From an optimization exercise on the open Yosys and OpenROAD flow, aimed at a short achievable clock period and few clock cycles; shortcuts taken in it are not production practice. In this exercise RTL edits were held to simulation tests only and were not proved equivalent to the original. No driver is modelled on the clock port, so clocking that relies on it looks cheaper here than on a real chip. Power figures rest on the tool's default switching activity, not on a simulated workload.

==> run a <==
// riscvsingle
module riscvsingle(input logic clk, reset,
	output logic [31:0] PC,
	input logic [31:0] Instr,
	output logic MemWrite,
	output logic [31:0] ALUResult, WriteData,
	input logic [31:0] ReadData);
Settings: LEC_CHECK=0, ABC_CLOCK_PERIOD_IN_PS=1500, CAP_MARGIN=20, CORE_MARGIN=2, CORE_UTILIZATION=50, PLACE_DENSITY=0.56, SETUP_SLACK_MARGIN=5.0, SLEW_MARGIN=20, SYNTH_HIERARCHICAL=1, SYNTH_MINIMUM_KEEP_SIZE=0; clock period 10.0 ns.
standard.sh (not shown) runs the stock make flow with config.mk's settings and CLKGATE_MAP_FILE= SYNTH_SCRIPT=/design/flow/synth_recipe.tcl, a recipe that flattens the netlist after the stock synthesis.
==> flow/flow/run.sh <==
#!/bin/bash
# Standard ORFS layout with changes to how it is made only (the SDC and its
# clock period are unchanged):
#  - synthesis: the standard flow's script, with no full/half-adder cells (ADDER_MAP_FILE
#    empty) and abc mapping by flow/abc_map.script (flow/synth.tcl); registers
#    are untouched by either;
set -euo pipefail
here=$(pwd)
export MY_ABC_SCRIPT=$here/flow/abc_map.script
export FLOW_SYNTH_TCL=$here/synth_recipe.tcl
bash standard.sh finish ADDER_MAP_FILE= SETUP_SLACK_MARGIN=5.5 \
  SYNTH_SCRIPT=$here/flow/synth.tcl \
  POST_CTS_TCL=$here/flow/post_cts.tcl PRE_GLOBAL_ROUTE_TCL=$here/flow/pre_grt.tcl \
  > orfs_make.log 2>&1
==> flow/flow/abc_map.script <==
strash
dch -f
map
topo
stime -c
buffer -c
upsize -c
dnsize -c
==> flow/flow/post_cts.tcl <==
# Further setup repair after CTS, in steps, then legalize.
foreach m {6.0 6.5 7.0} {
  log_cmd repair_timing -setup -setup_margin $m -repair_tns 100 -verbose
}
detailed_placement
check_placement -verbose
==> flow/flow/pre_grt.tcl <==
# Global-route timing repair aims at the same tighter target.
set ::env(SETUP_SLACK_MARGIN) 7.0
==> flow/flow/synth.tcl <==
# The standard flow's synthesis script, with abc mapping the logic by flow/abc_map.script
# (ABC's dch + map, then buffering and sizing) in place of ORFS's speed script.
# abc maps only combinational logic: the registers are those of the standard
# synthesis.
proc abc {args} {
  set i [lsearch -exact $args -script]
  if {$i >= 0} {
    lset args [expr {$i + 1}] $::env(MY_ABC_SCRIPT)
  }
  yosys abc {*}$args
}
source $::env(FLOW_SYNTH_TCL)
==> run b: changes against run a <==
--- a/flow/design.v
+++ b/flow/design.v
@@ -229,11 +229,11 @@
 	assign immB = {{20{Instr[31]}}, Instr[7], Instr[30:25], Instr[11:8], 1'b0};
 	logic        predF;
 	logic [31:0] tgtBF, pc4F, pcNext;
 	logic        ldhaz;
 	f_next fnext(.pc(pcF), .instr(Instr), .bhit(bhitF), .btak(btakF),
-	             .rst(reset), .ldE(vE & weE & lwE), .rdE(rdE), .redirect(redirect), .nextE(nextE),
+	             .ldE(vE & weE & lwE), .rdE(rdE), .redirect(redirect), .nextE(nextE),
 	             .npc(pcNext), .tgtB(tgtBF), .pc4(pc4F), .pred(predF), .ldhaz(ldhaz));
 	logic [32*31-1:0] rfv;
 	always_comb
 		for (int i = 1; i < 32; i++) rfv[32*(i-1) +: 32] = rf[i];
 	logic [31:0] opA, opB, rd2;
@@ -256,56 +256,48 @@
 	          .res(resE), .eq(eq));
 	logic        takenE;
 	assign takenE   = beqE & eq;
 	assign nextE    = predE ? pc4E : tgtE;
 	assign redirect = vE & brE & (eq ^ predE);
-	logic          uW, tkW;
-	logic [IB-1:0] idxW;
-	logic [TB-1:0] tagW;
-	always_ff @(posedge clk, posedge reset)
-		if (reset) uW <= 1'b0;
-		else       uW <= vE & brE;
-	always_ff @(posedge clk) begin
-		tkW  <= takenE;
-		idxW <= pcE[IB+1:2];
-		tagW <= pcE[IB+TB+1:IB+2];
-	end
-	logic          bmatchW;
-	assign bmatchW = bval[idxW] & (btag[idxW] == tagW);
+	logic [IB-1:0] bidxE;
+	logic          bmatchE, bupd;
+	assign bidxE   = pcE[IB+1:2];
+	assign bmatchE = bval[bidxE] & (btag[bidxE] == pcE[IB+TB+1:IB+2]);
+	assign bupd    = vE & brE;
 	logic          ndir, ntv;
 	logic [2:0]    nrun, ntrip;
 	always_comb begin
-		ndir  = bdir[idxW];
-		nrun  = brun[idxW];
-		ntrip = btrip[idxW];
-		ntv   = btv[idxW];
-		if (!bmatchW) begin
-			ndir = tkW;
+		ndir  = bdir[bidxE];
+		nrun  = brun[bidxE];
+		ntrip = btrip[bidxE];
+		ntv   = btv[bidxE];
+		if (!bmatchE) begin
+			ndir = takenE;
 			nrun = 3'd1;
 			ntv  = 1'b0;
-		end else if (tkW == bdir[idxW]) begin
-			if (brun[idxW] != 3'd7) nrun = brun[idxW] + 3'd1;
+		end else if (takenE == bdir[bidxE]) begin
+			if (brun[bidxE] != 3'd7) nrun = brun[bidxE] + 3'd1;
 		end else begin
-			ntrip = brun[idxW];
-			ntv   = (brun[idxW] != 3'd7);
+			ntrip = brun[bidxE];
+			ntv   = (brun[bidxE] != 3'd7);
 			nrun  = 3'd0;
 		end
 	end
 	always_ff @(posedge clk)
-		if (uW) begin
-			btag[idxW]  <= tagW;
-			bdir[idxW]  <= ndir;
-			brun[idxW]  <= nrun;
-			btrip[idxW] <= ntrip;
-			btv[idxW]   <= ntv;
-			bpred[idxW] <= (ntv & (nrun == ntrip)) ? ~ndir : ndir;
+		if (bupd) begin
+			btag[bidxE]  <= pcE[IB+TB+1:IB+2];
+			bdir[bidxE]  <= ndir;
+			brun[bidxE]  <= nrun;
+			btrip[bidxE] <= ntrip;
+			btv[bidxE]   <= ntv;
+			bpred[bidxE] <= (ntv & (nrun == ntrip)) ? ~ndir : ndir;
 		end
 	always_ff @(posedge clk, posedge reset)
 		if (reset) begin
 			for (int i = 0; i < NB; i++) bval[i] <= 1'b0;
-		end else if (uW)
-			bval[idxW] <= 1'b1;
+		end else if (bupd)
+			bval[bidxE] <= 1'b1;
 	always_ff @(posedge clk, posedge reset)
 		if (reset) begin
 			pcF <= 32'd0;
 			vE  <= 1'b0;
 			vM  <= 1'b0;
@@ -316,11 +308,11 @@
 			vM <= vE;
 			memwM <= vE & swE;
 		end
 	logic [31:0] pcO;
 	always_ff @(posedge clk)
-		pcO <= pcNext;
+		pcO <= reset ? 32'd0 : pcNext;
 	always_ff @(posedge clk) begin
 		pcE   <= pcF;
 		aE    <= fA ? resE : opA;
 		bE    <= fB ? resE : opB;
 		rs2E  <= fS ? resE : rd2;
@@ -350,11 +342,10 @@
 	assign ALUResult = resM;
 	assign WriteData = sdM;
 endmodule
 module f_next(input logic [31:0] pc, instr,
 	input logic bhit, btak,
-	input logic rst,               
 	input logic ldE,               
 	input logic [4:0] rdE,
 	input logic redirect,          
 	input logic [31:0] nextE,
 	output logic [31:0] npc, tgtB, pc4,
@@ -396,13 +387,12 @@
 	assign op    = instr[6:0];
 	assign usesA = ~(op == 7'b1101111 | op == 7'b0010111);
 	assign usesB = (op == 7'b0110011) | (op == 7'b0100011) | (op == 7'b1100011);
 	assign ldhaz = ldE & ((usesA & (rdE == instr[19:15])) | (usesB & (rdE == instr[24:20])));
 	always_comb
-		if (rst)           npc = 32'd0;
-		else if (redirect) npc = nextE;
-		else if (ldhaz)    npc = pc;
+		if (redirect)   npc = nextE;
+		else if (ldhaz) npc = pc;
 		else            npc = ({32{selJ}} & tgtJ) | ({32{selB}} & tgtB) | ({32{selN}} & pc4);
 endmodule
 module f_read(input logic [31:0] instr, pc,
 	input logic [32*31-1:0] rf,
 	input logic [31:0] wd,
Settings changed: CORE_UTILIZATION 50 to 45, PLACE_DENSITY 0.56 to 0.5.
==> run c: changes against run a <==
--- a/flow/design.v
+++ b/flow/design.v
@@ -166,11 +166,11 @@
 	output logic [31:0] PC,
 	input logic [31:0] Instr,
 	output logic MemWrite,
 	output logic [31:0] ALUResult, WriteData,
 	input logic [31:0] ReadData);
-	logic [31:0] pcF;
+	logic [31:0] pcF, pcO;    
 	logic        vE, vM;
 	logic [31:0] pcE, aE, bE, rs2E, tgtE, pc4E;
 	logic [4:0]  rdE;
 	logic        weE, lwE, swE, beqE, brE, predE;
 	logic        subE, sltE, orE, andE;
@@ -181,31 +181,21 @@
 	logic [31:0] wdM;
 	assign wdM = lwM ? ReadData : resM;
 	always_ff @(posedge clk)
 		for (int i = 1; i < 32; i++)
 			if (vM & weM & (rdM == 5'(i))) rf[i] <= wdM;
-	localparam int IB = 4;           
-	localparam int TB = 4;           
+	localparam int IB = 3;           
+	localparam int TB = 10 - IB;     
 	localparam int NB = 1 << IB;
 	logic          bval [0:NB-1];
-	logic          bdir [0:NB-1];
-	logic [2:0]    brun [0:NB-1];
-	logic [2:0]    btrip [0:NB-1];
-	logic          btv  [0:NB-1];
+	logic [1:0]    bcnt [0:NB-1];
 	logic [TB-1:0] btag [0:NB-1];
-	logic          bpred [0:NB-1];   
-	logic [NB*TB-1:0] btagv;
-	logic [NB-1:0] bvalv, bpredv;
-	always_comb
-		for (int i = 0; i < NB; i++) begin
-			btagv[TB*i +: TB] = btag[i];
-			bvalv[i]  = bval[i];
-			bpredv[i] = bpred[i];
-		end
+	logic [IB-1:0] bidxF;
 	logic          bhitF, btakF;
-	bp_look #(.IB(IB), .TB(TB)) blook(.pc(pcF[11:2]), .tag(btagv), .val(bvalv), .pred(bpredv),
-	                                  .hit(bhitF), .tak(btakF));
+	assign bidxF = pcF[IB+1:2];
+	assign bhitF = bval[bidxF] & (btag[bidxF] == pcF[11:IB+2]);
+	assign btakF = bcnt[bidxF][1];
 	logic [6:0]  op;
 	logic [2:0]  f3;
 	logic [4:0]  rs1F, rs2F, rdF;
 	assign op   = Instr[6:0];
 	assign f3   = Instr[14:12];
@@ -226,101 +216,77 @@
 	assign useImm = ~(isR | isBeq);
 	assign weF    = (isLw | isR | isI | isJal | isAuipc) & (rdF != 5'd0);
 	logic [31:0] immB;
 	assign immB = {{20{Instr[31]}}, Instr[7], Instr[30:25], Instr[11:8], 1'b0};
 	logic        predF;
-	logic [31:0] tgtBF, pc4F, pcNext;
-	logic        ldhaz;
+	logic [31:0] tgtBF, pc4F, npcF;
 	f_next fnext(.pc(pcF), .instr(Instr), .bhit(bhitF), .btak(btakF),
-	             .rst(reset), .ldE(vE & weE & lwE), .rdE(rdE), .redirect(redirect), .nextE(nextE),
-	             .npc(pcNext), .tgtB(tgtBF), .pc4(pc4F), .pred(predF), .ldhaz(ldhaz));
+	             .npc(npcF), .tgtB(tgtBF), .pc4(pc4F), .pred(predF));
 	logic [32*31-1:0] rfv;
 	always_comb
 		for (int i = 1; i < 32; i++) rfv[32*(i-1) +: 32] = rf[i];
 	logic [31:0] opA, opB, rd2;
 	f_read fread(.instr(Instr), .pc(pcF), .rf(rfv), .wd(wdM), .wa(rdM), .we(vM & weM),
 	             .opA(opA), .opB(opB), .rd2(rd2));
-	logic xw, mA, mB, fA, fB, fS;
+	logic xw, xl, mA, mB, fA, fB, fS;
 	assign xw = vE & weE & ~lwE;
+	assign xl = vE & weE & lwE;
 	assign mA = (rdE == rs1F);
 	assign mB = (rdE == rs2F);
 	assign fA = usesA & xw & mA;
 	assign fB = ~useImm & xw & mB;
 	assign fS = xw & mB;
+	logic ldhaz;
+	assign ldhaz = xl & ((usesA & mA) | (usesB & mB));
 	logic [31:0] srcA, srcB, sdE, resE;
 	logic        eq, redirect;
-	logic [31:0] nextE;
 	assign srcA = aE;
 	assign srcB = bE;
 	assign sdE  = rs2E;
 	e_alu alu(.a(srcA), .b(srcB), .sub(subE), .slt(sltE), .orr(orE), .andd(andE),
 	          .res(resE), .eq(eq));
+	logic [31:0] nextE;
 	logic        takenE;
 	assign takenE   = beqE & eq;
 	assign nextE    = predE ? pc4E : tgtE;
 	assign redirect = vE & brE & (eq ^ predE);
-	logic          uW, tkW;
-	logic [IB-1:0] idxW;
-	logic [TB-1:0] tagW;
-	always_ff @(posedge clk, posedge reset)
-		if (reset) uW <= 1'b0;
-		else       uW <= vE & brE;
-	always_ff @(posedge clk) begin
-		tkW  <= takenE;
-		idxW <= pcE[IB+1:2];
-		tagW <= pcE[IB+TB+1:IB+2];
-	end
-	logic          bmatchW;
-	assign bmatchW = bval[idxW] & (btag[idxW] == tagW);
-	logic          ndir, ntv;
-	logic [2:0]    nrun, ntrip;
-	always_comb begin
-		ndir  = bdir[idxW];
-		nrun  = brun[idxW];
-		ntrip = btrip[idxW];
-		ntv   = btv[idxW];
-		if (!bmatchW) begin
-			ndir = tkW;
-			nrun = 3'd1;
-			ntv  = 1'b0;
-		end else if (tkW == bdir[idxW]) begin
-			if (brun[idxW] != 3'd7) nrun = brun[idxW] + 3'd1;
-		end else begin
-			ntrip = brun[idxW];
-			ntv   = (brun[idxW] != 3'd7);
-			nrun  = 3'd0;
-		end
-	end
+	logic [IB-1:0] bidxE;
+	logic          bmatchE, bupd;
+	assign bidxE   = pcE[IB+1:2];
+	assign bmatchE = bval[bidxE] & (btag[bidxE] == pcE[11:IB+2]);
+	assign bupd    = vE & beqE;
 	always_ff @(posedge clk)
-		if (uW) begin
-			btag[idxW]  <= tagW;
-			bdir[idxW]  <= ndir;
-			brun[idxW]  <= nrun;
-			btrip[idxW] <= ntrip;
-			btv[idxW]   <= ntv;
-			bpred[idxW] <= (ntv & (nrun == ntrip)) ? ~ndir : ndir;
+		if (bupd) begin
+			btag[bidxE] <= pcE[11:IB+2];
+			if (!bmatchE)
+				bcnt[bidxE] <= takenE ? 2'b10 : 2'b01;
+			else if (takenE)
+				bcnt[bidxE] <= (bcnt[bidxE] == 2'b11) ? 2'b11 : bcnt[bidxE] + 2'b01;
+			else
+				bcnt[bidxE] <= (bcnt[bidxE] == 2'b00) ? 2'b00 : bcnt[bidxE] - 2'b01;
 		end
 	always_ff @(posedge clk, posedge reset)
 		if (reset) begin
 			for (int i = 0; i < NB; i++) bval[i] <= 1'b0;
-		end else if (uW)
-			bval[idxW] <= 1'b1;
+		end else if (bupd)
+			bval[bidxE] <= 1'b1;
 	always_ff @(posedge clk, posedge reset)
 		if (reset) begin
 			pcF <= 32'd0;
+			pcO <= 32'd0;
 			vE  <= 1'b0;
 			vM  <= 1'b0;
 			memwM <= 1'b0;
 		end else begin
-			pcF <= pcNext;
+			if (redirect)    pcF <= nextE;
+			else if (!ldhaz) pcF <= npcF;
+			if (redirect)    pcO <= nextE;
+			else if (!ldhaz) pcO <= npcF;
 			vE <= ~redirect & ~ldhaz;
 			vM <= vE;
 			memwM <= vE & swE;
 		end
-	logic [31:0] pcO;
-	always_ff @(posedge clk)
-		pcO <= pcNext;
 	always_ff @(posedge clk) begin
 		pcE   <= pcF;
 		aE    <= fA ? resE : opA;
 		bE    <= fB ? resE : opB;
 		rs2E  <= fS ? resE : rd2;
@@ -350,17 +316,12 @@
 	assign ALUResult = resM;
 	assign WriteData = sdM;
 endmodule
 module f_next(input logic [31:0] pc, instr,
 	input logic bhit, btak,
-	input logic rst,               
-	input logic ldE,               
-	input logic [4:0] rdE,
-	input logic redirect,          
-	input logic [31:0] nextE,
 	output logic [31:0] npc, tgtB, pc4,
-	output logic pred, ldhaz);
+	output logic pred);
 	logic        isBeq, isJal, selJ, selB, selN;
 	logic [31:0] immB, immJ, tgtJ;
 	logic [13:0] lowB;
 	logic [21:0] lowJ;
 	logic [18:0] hiB, hiBp, hiBm;
@@ -389,21 +350,11 @@
 	assign pc4   = pc + 32'd4;
 	assign selJ  = isJal;
 	assign selB  = isBeq & ((instr[19:15] == instr[24:20]) | (bhit ? btak : instr[31]));
 	assign selN  = ~(selJ | selB);
 	assign pred  = selJ | selB;
-	logic [6:0] op;
-	logic       usesA, usesB;
-	assign op    = instr[6:0];
-	assign usesA = ~(op == 7'b1101111 | op == 7'b0010111);
-	assign usesB = (op == 7'b0110011) | (op == 7'b0100011) | (op == 7'b1100011);
-	assign ldhaz = ldE & ((usesA & (rdE == instr[19:15])) | (usesB & (rdE == instr[24:20])));
-	always_comb
-		if (rst)           npc = 32'd0;
-		else if (redirect) npc = nextE;
-		else if (ldhaz)    npc = pc;
-		else            npc = ({32{selJ}} & tgtJ) | ({32{selB}} & tgtB) | ({32{selN}} & pc4);
+	assign npc   = ({32{selJ}} & tgtJ) | ({32{selB}} & tgtB) | ({32{selN}} & pc4);
 endmodule
 module f_read(input logic [31:0] instr, pc,
 	input logic [32*31-1:0] rf,
 	input logic [31:0] wd,
 	input logic [4:0] wa,
@@ -453,17 +404,5 @@
 		else if (sub)  res = diff;
 		else if (orr)  res = a | b;
 		else if (andd) res = a & b;
 		else           res = sum;
 endmodule
-module bp_look #(parameter int IB = 4, parameter int TB = 6)
-	(input logic [9:0] pc,
-	input logic [(1<<IB)*TB-1:0] tag,
-	input logic [(1<<IB)-1:0] val, pred,
-	output logic hit, tak);
-	logic [(1<<IB)-1:0] hitv;
-	always_comb
-		for (int i = 0; i < (1<<IB); i++)
-			hitv[i] = val[i] & (tag[TB*i +: TB] == pc[IB+TB-1:IB]);
-	assign hit = hitv[pc[IB-1:0]];
-	assign tak = pred[pc[IB-1:0]];
-endmodule
==> flow/flow/run.sh (replaced) <==
#!/bin/bash
# Standard ORFS layout with changes to how it is made only (the SDC and its
# clock period are unchanged):
#  - no full/half-adder cells in synthesis (ADDER_MAP_FILE empty), so abc maps
#    the adders' logic itself; registers are untouched by this;
set -euo pipefail
here=$(pwd)
bash standard.sh finish ADDER_MAP_FILE= SETUP_SLACK_MARGIN=5.5 \
  POST_CTS_TCL=$here/flow/post_cts.tcl PRE_GLOBAL_ROUTE_TCL=$here/flow/pre_grt.tcl \
  > orfs_make.log 2>&1
Settings changed: CORE_UTILIZATION 50 to 35, PLACE_DENSITY 0.56 to not set.
removed: flow/flow/abc_map.script
removed: flow/flow/synth.tcl
==> notes <==
Final area: run b > run a > run c. Setup slack, lowest first: run c, run a, run b. Register-to-register slack, highest first: run a, run b, run c. The lowest die area belongs to run a, the highest to run c. Final cell count: run b > run a > run c. Clock power: run b > run a > run c. Global-route usage, highest first: run a, run b, run c.
==> figures <==
                                                                                       run a           run b           run c
Met1 usage                                                                             0.604           0.574           0.345
Y dimension of the die                                                           409 microns     431 microns     450 microns
Tap cell count                                                                          2175            2370            2640
Area of the multi-input gates                                                    38200 sq um     39200 sq um     33600 sq um
Count of non-filler cells in the finished layout                                       11800           12000            8569
Clock latency on the worst-skew pair                                                 0.87 ns         0.85 ns         0.81 ns
Crit path max fanout                                                                       7               7               6
Buffering overhead                                                                     0.131           0.127           0.117
Detailed placer's ending HPWL                                                 214000 microns  222000 microns  157000 microns
Run status                                                          timing/DRC/antenna clean  timing/DRC/antenna clean  timing/DRC/antenna clean
Number of clock-tree buffers in the layout                                               225             226             201
Global-route total usage across every layer                                            0.493           0.444           0.274
Transition at the pin with the smallest max-transition slack                         1.11 ns         1.18 ns         1.22 ns
Fin Clk Skew                                                                       0.0724 ns       0.0534 ns       0.0447 ns
Max VDD drop                                                                        0.191 mV        0.150 mV        0.169 mV
Number of design-rule violations left by the first detailed-router iteration           15900           13000            8572
Testbench counts of run a, summed over its fixed seeds: cycles 182,778.
Testbench counts of run b, summed over its fixed seeds: cycles 182,778.
Testbench counts of run c, summed over its fixed seeds: cycles 184,432.

-- re-timing with driven ports --
Ports are ideal in the flow. The routed layouts listed here were re-timed in OpenROAD. Step 1 sets driving cells, clkbuf_16 on the clock port and buf_2 on the other inputs (assumed; they add their load-dependent delay and slew). Step 2 also shifts input and output timing later by t, the mid clock arrival at the registers, as if the neighbouring blocks saw the same clock. Slacks: no drivers / after step 1 / after step 2; pairs: no drivers / after step 1.
run | t (ns) | slack for setup (ns) | worst setup path at the end | worst register clock-pin slew, ns | worst data-port slew with drivers (ns)
run a | 0.921 | 6.399 / 6.038 / 5.117 | input to register | 0.07 / 0.07 | 0.64
run b | 0.913 | 6.455 / 6.171 / 5.258 | input to register | 0.07 / 0.07 | 0.46
run c | 0.871 | 5.798 / 5.789 / 4.918 | input to register | 0.07 / 0.07 | 0.44
After both steps setup and hold are still met in every run listed. For run a, which loses most, drivers alone change the setup slack by -0.361 ns; drivers and shift together by -1.282 ns.
